Context: an optimization exercise on an open-source flow, tuned for small area, a short achievable clock period and few clock cycles. The choices shown serve that exercise and are no tape-out recipe. RTL that was checked went through simulation tests only; none was proved equivalent to the original.

Setup of run Y:
// MulDivUnit
module MulDivUnit (
    input logic clk,
    input logic rst,
    input logic stall,
    input logic [DATA_WIDTH-1:0] dataInA,
    input logic [DATA_WIDTH-1:0] dataInB,
    input logic mulGetUpper,
    input logic [1:0] mulCode,
    input logic [1:0] divCode,
    input logic divReset,
    input logic divResetFromCI_Stage,
    input logic divReq,
    input logic divAcquire,
    input logic divRelease,
    output logic [DATA_WIDTH-1:0] mulDataOut,
    output logic [DATA_WIDTH-1:0] divDataOut,
    output logic divFinished,
    output logic divBusy,
    output logic divReserved,
    output logic divFree
);
export LEC_CHECK = 0
export ABC_AREA = 1
export CAP_MARGIN = 20
export CORE_MARGIN = 2
export CORE_UTILIZATION = 40
export SETUP_SLACK_MARGIN = 5.0
export SLEW_MARGIN = 20
export TNS_END_PERCENT = 1
create_clock -name core_clock -period 10.0 [get_ports {clk}]
run.sh (not shown) runs the stock make flow with config.mk's settings and CLKGATE_MAP_FILE= SYNTH_SCRIPT=/design/flow/synth_recipe.tcl, a recipe that flattens the netlist after the stock synthesis.
Run Y completed end to end with timing, DRC and antenna clean.
## Diff of input files: run X against run Y
diff --git a/flow/design.v b/flow/design.v
--- a/flow/design.v
+++ b/flow/design.v
@@ -1869,22 +1869,22 @@
 endmodule : PipelinedMultiplierUnit
 import BasicTypes::*;
 module QuickDivider(
     input logic clk,
     input logic req,               
     input logic busy,              
     input BasicTypes::DataPath dividend,
     input BasicTypes::DataPath divisor,
     input logic isSigned,
-    input logic wantRemainder,     
     output logic doneAtReq,        
     output logic doneNext,         
-    output BasicTypes::DataPath result     
+    output BasicTypes::DataPath quotient,
+    output BasicTypes::DataPath remainder
 );
     localparam SHIFT_WIDTH = $clog2(DATA_WIDTH) + 1;    
     localparam POS_WIDTH = $clog2(DATA_WIDTH);
     function automatic logic [POS_WIDTH-1:0] MsbPosition(
         input BasicTypes::DataPath value
     );
         logic [DATA_WIDTH-1:0] any;
         logic [DATA_WIDTH-1:0][POS_WIDTH-1:0] pos;
         any = value;
@@ -2018,29 +2018,28 @@
         geB = !diffB[DATA_WIDTH+2];          
         ge2 = ge1 ? geB : carryA;
         if (ge1) begin
             r2 = geB ? diffB[DATA_WIDTH-1:0] : diff1[DATA_WIDTH-1:0];
         end
         else begin
             r2 = carryA ? diffA : regR;
         end
         doneNext = regFirst ? (regHalfShift == '0) : (regCount == 1);
-        result = regR;
+        quotient = regQ;
+        remainder = regR;
     end
-    logic regWantRemainder;
     always_ff @(posedge clk) begin
         if (req) begin
-            regWantRemainder <= wantRemainder;
-            regR <= (doneAtReq && !wantRemainder) ? (divisorIsZero ? '1 : '0) : absA;
-            regQ <= '0;
+            regR <= absA;
+            regQ <= divisorIsZero ? '1 : '0;
         end
         else if (busy) begin
-            regR <= (doneNext && !regWantRemainder) ? {regQ[DATA_WIDTH-3:0], ge1, ge2} : r2;
+            regR <= r2;
             regQ <= {regQ[DATA_WIDTH-3:0], ge1, ge2};
         end
     end
     always_ff @(posedge clk) begin
         regFirst <= req;
         if (req) begin
             regD <= absB;
             regHalfShift <= halfShift;
         end
@@ -2060,46 +2059,48 @@
     input BasicTypes::DataPath fuOpA_In,
     input BasicTypes::DataPath fuOpB_In,
     input OpFormatTypes::IntDIV_Code divCode,
     output logic doneAtReq,
     output logic doneNext,
     output BasicTypes::DataPath dataOut
 );
     localparam LEVELS = $clog2(DATA_WIDTH);
     logic isSigned, isRem, signA, signB;
-    BasicTypes::DataPath result;
-    logic regNegate;
+    BasicTypes::DataPath quotient, remainder, result;
+    logic regNegate, regIsRem;
     BasicTypes::DataPath lowOr [LEVELS+1];
     QuickDivider div (
         .clk(clk),
         .req(req),
         .busy(busy),
         .dividend(fuOpA_In),
         .divisor(fuOpB_In),
         .isSigned(isSigned),
-        .wantRemainder(isRem),
         .doneAtReq(doneAtReq),
         .doneNext(doneNext),
-        .result(result)
+        .quotient(quotient),
+        .remainder(remainder)
     );
     always_comb begin
         isSigned = (divCode == AC_DIV) || (divCode == AC_REM);
         isRem = (divCode == AC_REM) || (divCode == AC_REMU);
         signA = isSigned && fuOpA_In[DATA_WIDTH-1];
         signB = isSigned && fuOpB_In[DATA_WIDTH-1];
+        result = regIsRem ? remainder : quotient;
         lowOr[0] = {result[DATA_WIDTH-2:0], 1'b0};
         for (int l = 0; l < LEVELS; l++) begin
             lowOr[l+1] = lowOr[l] | (lowOr[l] << (1 << l));
         end
         dataOut = result ^ ({DATA_WIDTH{regNegate}} & lowOr[LEVELS]);
     end
     always_ff @(posedge clk) begin
         if (req) begin
+            regIsRem <= isRem;
             if (isRem) begin
                 regNegate <= signA;
             end
             else begin
                 regNegate <= (signA ^ signB) && (fuOpB_In != '0);
             end
         end
     end
 endmodule : DividerUnit
In run X, the area of all placed cells without fillers came out 0.46% above the value in run Y.
Compared with run Y, in run X layout net count moved down, wire length has remained practically unchanged, post-synthesis net count down about 0.35%, minimum period implied by the final worst setup slack shows an increase of 0.087 ns, signed area change from the synthesized netlist to the final layout shows a reduction of 0.33 points.
End of the critical path = mulDataOut[4]: run Y; end of the critical path = divUnit.div.regHalfShift[3]$_SDFF_PN0_: run X
When run X is set beside run Y, its clock-cell share of area turns out to be 0.54 points larger.
Relative to run Y, share of cells above drive strength 1 has decreased by 0.51 points in run X.
No run of this note included a check of the RTL's function; only the layout flow was run.

* * *

Setup of before:
Another version of the RTL of MulDivUnit (not shown whole).
Size in the first run: about 5900 cells after synthesis, ~150 I/O pins, ~48000 um^2 of cells after synthesis.
clock: 10.0 ns
lec_check: 0
abc_area: 1
cap_margin: 20
core_margin: 2
core_utilization: 40
setup_slack_margin: 5.0
slew_margin: 20
tns_end_percent: 1
Testbench counts of before, summed over its fixed seeds: cycles 9,452.
Setup changes, before to after
--- a/flow/design.v
+++ b/flow/design.v
@@ -1388,22 +1388,22 @@
 endmodule : PipelinedMultiplierUnit
 import BasicTypes::*;
 module QuickDivider(
     input logic clk,
     input logic req,               
     input logic busy,              
     input BasicTypes::DataPath dividend,
     input BasicTypes::DataPath divisor,
     input logic isSigned,
+    input logic wantRemainder,     
     output logic doneAtReq,        
     output logic doneNext,         
-    output BasicTypes::DataPath quotient,
-    output BasicTypes::DataPath remainder
+    output BasicTypes::DataPath result     
 );
     localparam SHIFT_WIDTH = $clog2(DATA_WIDTH) + 1;    
     localparam POS_WIDTH = $clog2(DATA_WIDTH);
     function automatic logic [POS_WIDTH-1:0] MsbPosition(
         input BasicTypes::DataPath value
     );
         logic [DATA_WIDTH-1:0] any;
         logic [DATA_WIDTH-1:0][POS_WIDTH-1:0] pos;
         any = value;
@@ -1537,28 +1537,29 @@
         geB = !diffB[DATA_WIDTH+2];          
         ge2 = ge1 ? geB : carryA;
         if (ge1) begin
             r2 = geB ? diffB[DATA_WIDTH-1:0] : diff1[DATA_WIDTH-1:0];
         end
         else begin
             r2 = carryA ? diffA : regR;
         end
         doneNext = regFirst ? (regHalfShift == '0) : (regCount == 1);
-        quotient = regQ;
-        remainder = regR;
+        result = regR;
     end
+    logic regWantRemainder;
     always_ff @(posedge clk) begin
         if (req) begin
-            regR <= absA;
-            regQ <= divisorIsZero ? '1 : '0;
+            regWantRemainder <= wantRemainder;
+            regR <= (doneAtReq && !wantRemainder) ? (divisorIsZero ? '1 : '0) : absA;
+            regQ <= '0;
         end
         else if (busy) begin
-            regR <= r2;
+            regR <= (doneNext && !regWantRemainder) ? {regQ[DATA_WIDTH-3:0], ge1, ge2} : r2;
             regQ <= {regQ[DATA_WIDTH-3:0], ge1, ge2};
         end
     end
     always_ff @(posedge clk) begin
         regFirst <= req;
         if (req) begin
             regD <= absB;
             regHalfShift <= halfShift;
         end
@@ -1578,48 +1579,46 @@
     input BasicTypes::DataPath fuOpA_In,
     input BasicTypes::DataPath fuOpB_In,
     input OpFormatTypes::IntDIV_Code divCode,
     output logic doneAtReq,
     output logic doneNext,
     output BasicTypes::DataPath dataOut
 );
     localparam LEVELS = $clog2(DATA_WIDTH);
     logic isSigned, isRem, signA, signB;
-    BasicTypes::DataPath quotient, remainder, result;
-    logic regNegate, regIsRem;
+    BasicTypes::DataPath result;
+    logic regNegate;
     BasicTypes::DataPath lowOr [LEVELS+1];
     QuickDivider div (
         .clk(clk),
         .req(req),
         .busy(busy),
         .dividend(fuOpA_In),
         .divisor(fuOpB_In),
         .isSigned(isSigned),
+        .wantRemainder(isRem),
         .doneAtReq(doneAtReq),
         .doneNext(doneNext),
-        .quotient(quotient),
-        .remainder(remainder)
+        .result(result)
     );
     always_comb begin
         isSigned = (divCode == AC_DIV) || (divCode == AC_REM);
         isRem = (divCode == AC_REM) || (divCode == AC_REMU);
         signA = isSigned && fuOpA_In[DATA_WIDTH-1];
         signB = isSigned && fuOpB_In[DATA_WIDTH-1];
-        result = regIsRem ? remainder : quotient;
         lowOr[0] = {result[DATA_WIDTH-2:0], 1'b0};
         for (int l = 0; l < LEVELS; l++) begin
             lowOr[l+1] = lowOr[l] | (lowOr[l] << (1 << l));
         end
         dataOut = result ^ ({DATA_WIDTH{regNegate}} & lowOr[LEVELS]);
     end
     always_ff @(posedge clk) begin
         if (req) begin
-            regIsRem <= isRem;
             if (isRem) begin
                 regNegate <= signA;
             end
             else begin
                 regNegate <= (signA ^ signB) && (fuOpB_In != '0);
             end
         end
     end
 endmodule : DividerUnit
## What came out
- Going from before to after, global routing met3 resource utilization went up by 1.0 points; cell area picked up an extra 0.34%; total length of routed wires +about 1.8%; pin count of the biggest net entering global routing went down.
- The cell count in after sits 42 above the value recorded for before.
- Synthesis-to-finish area growth was higher in after than in before.
- Share of the final layout cell area in multi-input gates: after > before
For after, only the layout was checked, not whether the RTL still works.

-- static timing again, ports no longer ideal --
The flow's constraints put no driver on any port. The routed layouts listed below were extracted and timed again, unchanged, in two steps. Step 1: set_driving_cell puts a clkbuf_16 on clk and a buf_2 on each other input, an assumption about the parent block. Step 2 adds t to the input delays and takes it off the output delays; t is the mean of the earliest and latest rising clock arrival at the registers after step 1. Input paths then give back, and output paths get back, about the clock's delay inside the block. a / b / c = ideal / step 1 / step 2; a / b = the first two.
run	t (ns)	slack for setup (ns)	worst slew at a driven data input, ns
run Y	0.663	4.625 / 4.549 / 4.017	0.06
run X	0.706	4.538 / 4.536 / 3.881	0.06
before	0.665	4.618 / 4.547 / 4.032	0.05
after	0.668	4.689 / 4.690 / 4.071	0.06
After both steps setup and hold are still met in every run listed. For run X, which loses most, drivers alone change the setup slack by -0.002 ns; drivers and shift together by -0.657 ns.
